Context: an optimization exercise on an open-source flow, tuned for small area and a short achievable clock period. The choices shown serve that exercise and are no tape-out recipe. In this exercise RTL edits were held to simulation tests only and were not proved equivalent to the original.

job 5276:
## iir_variable_filter
module iir_variable_filter (
    input  wire               clk,
    input  wire               reset_n,
    input  wire        [8:0]  filter_index,
    input  wire signed [15:0] data_in,
    output wire signed [31:0] data_out
);
clock: 15.0 ns
lec_check: 0
abc_area: 1
cap_margin: 20
core_margin: 2
core_utilization: 45
cts_buf_list: sky130_fd_sc_hd__clkbuf_8 sky130_fd_sc_hd__clkbuf_16
setup_slack_margin: 5
slew_margin: 20
synth_hierarchical: 1
tns_end_percent: 0
run.sh (not shown) runs the stock make flow with config.mk's settings and CLKGATE_MAP_FILE= SYNTH_SCRIPT=/design/flow/synth_recipe.tcl, a recipe that flattens the netlist after the stock synthesis.
Job 5276 has completed all stages; timing, DRC and antenna checks passed.
Input-level comparison between job 7894 and job 5276:
--- a/flow/config.mk
+++ b/flow/config.mk
@@ -11 +11 @@
-export CORE_UTILIZATION = 45
+export CORE_UTILIZATION = 55
@@ -12,0 +13 @@
+export PLACE_DENSITY = 0.7
==> run summary <==
Going from job 5276 to job 7894, non-clock buffer count in the final layout higher; overall routed net length now sits higher.


## JK
iir_variable_filter, a different RTL version from the one above (not shown whole).
Size in the first run: ~59 I/O pins.
clock: 15.0 ns
lec_check: 0
cap_margin: 20
core_margin: 2
core_utilization: 50
cts_buf_list: sky130_fd_sc_hd__clkbuf_8
setup_slack_margin: 5
slew_margin: 20
synth_hierarchical: 1
tns_end_percent: 0
standard.sh (not shown) runs the stock make flow with config.mk's settings and CLKGATE_MAP_FILE= SYNTH_SCRIPT=/design/flow/synth_recipe.tcl, a recipe that flattens the netlist after the stock synthesis.
==> flow/flow/run.sh <==
#!/bin/bash
# The standard layout (standard.sh: the standard flow's synthesis and ORFS flow, unchanged), except that the
# port buffers are the platform's smallest buffer (buffer_ports -buffer_cell) instead of the
# delay cell the resizer picks by default. make's full output goes to flow_make.log; ORFS keeps
# each step's own log under orfs/logs/.
set -euo pipefail
bash standard.sh "BUFFER_PORTS_ARGS=-buffer_cell sky130_fd_sc_hd__buf_1" finish > flow_make.log 2>&1
JK reached the end of the flow, and the finished layout is clean on the timing, design-rule and antenna checks.
--- input diff JK..MS ---
# JK
export LEC_CHECK = 0
export CAP_MARGIN = 20
export CORE_MARGIN = 2
export CORE_UTILIZATION = 50
export CTS_BUF_LIST = sky130_fd_sc_hd__clkbuf_8
export SETUP_SLACK_MARGIN = 5
export SLEW_MARGIN = 20
export SYNTH_HIERARCHICAL = 1
export TNS_END_PERCENT = 0
create_clock -name core_clock -period 15.0 [get_ports {clk}]
# MS
export LEC_CHECK = 0
export ABC_AREA = 1
export CAP_MARGIN = 20
export CORE_MARGIN = 2
export CORE_UTILIZATION = 50
export CTS_BUF_LIST = sky130_fd_sc_hd__clkbuf_8 sky130_fd_sc_hd__clkbuf_16
export SETUP_SLACK_MARGIN = 5
export SLEW_MARGIN = 20
export SYNTH_HIERARCHICAL = 1
export TNS_END_PERCENT = 0
create_clock -name core_clock -period 15.0 [get_ports {clk}]
[summary]
- Compare JK and MS | sequential share of layout area higher: MS
- MS vs JK on core utilization: MS is the lower one.
- [compare] base=JK new=MS: total wire length has remained practically unchanged, number of nets in the synthesized netlist has increased.
- In the tables for JK and MS, worst hold slack reads lower with MS.
- MS against JK: total setup buffers inserted after CTS down 11; design area lost 1.9%.
- Sort JK and MS by maximum number of pins on one net before global-route repair asc -> top: JK


the previous run:
RTL: one of the versions met above, not the one the previous note started from.
Size in the first run: about 140 flip-flops, roughly 59 I/O pins, roughly 29000 um2 of cells after synthesis.
## iir_variable_filter
module iir_variable_filter (
    input  wire               clk,
    input  wire               reset_n,
    input  wire        [8:0]  filter_index,
    input  wire signed [15:0] data_in,
    output wire signed [31:0] data_out
);
Settings: LEC_CHECK=0, ABC_AREA=1, CAP_MARGIN=20, CORE_MARGIN=2, CORE_UTILIZATION=50, CTS_BUF_LIST=sky130_fd_sc_hd__clkbuf_8 sky130_fd_sc_hd__clkbuf_16, SETUP_SLACK_MARGIN=5, SLEW_MARGIN=20, SYNTH_HIERARCHICAL=1, TNS_END_PERCENT=0; clock period 15.0 ns.
Scripts as last shown in full above: flow/flow/run.sh
#### Input delta (the current run over the previous run)
- putting GPL_TIMING_DRIVEN at 0 where nothing was set
==> flow/run.sh (new file) <==
#!/bin/bash
# synth_recipe.tcl (not shown) runs the flow's synth.tcl, then flattens the netlist and writes it again
# the make line also repeats each setting of config.mk as NAME=value (left out here)
make -C /OpenROAD-flow-scripts/flow DESIGN_CONFIG=/design/flow/config.mk WORK_HOME=/design/flow/orfs CLKGATE_MAP_FILE= SYNTH_SCRIPT=/design/flow/synth_recipe.tcl finish
removed: flow/flow/run.sh
removed: flow/standard.sh
==> comparison <==
- Between the previous run and the current run, the flow reports critical path depth increasing by more than 10%.
- From the previous run to the current run, mean area per synthesized cell did not move at all.
- Diff the previous run -> the current run: detailed-route DRC error count held steady; relative area change from synthesis to final layout rose by 5.0 points.

## separate check: timing with driven ports
How much do the figures lean on ideal ports? The routed layouts below were timed once more, with nothing changed but the port constraints.
Step 1 assumes that a clkbuf_16 drives the clock port and a buf_2 every other input.
Step 2 moves the port delays by t, midway between the first and last clock arrival at a register: inputs arrive t later, outputs are due t later. That takes back most of the time a late clock gives input paths.
Three values: no drivers, after step 1, after step 2; two values: the first two.
| run | t, ns | setup WS [ns] | hold slack, ns |
|---|---|---|---|
| job 5276 | 0.563 | 5.198 / 5.245 / 4.682 | 0.384 / 0.384 / 0.384 |
| job 7894 | 0.561 | 5.051 / 5.096 / 4.535 | 0.391 / 0.391 / 0.391 |
| JK | 0.644 | 4.976 / 4.978 / 4.334 | 0.397 / 0.397 / 0.397 |
| MS | 0.558 | 5.107 / 5.143 / 4.585 | 0.389 / 0.389 / 0.389 |
| the previous run | 0.559 | 5.097 / 5.138 / 4.579 | 0.390 / 0.390 / 0.390 |
| the current run | 0.569 | 5.082 / 5.116 / 4.548 | 0.390 / 0.390 / 0.390 |
After both steps every run listed still meets setup and hold. The setup slack of JK, which loses most, moves by +0.002 ns with the drivers and by -0.642 ns with both steps.
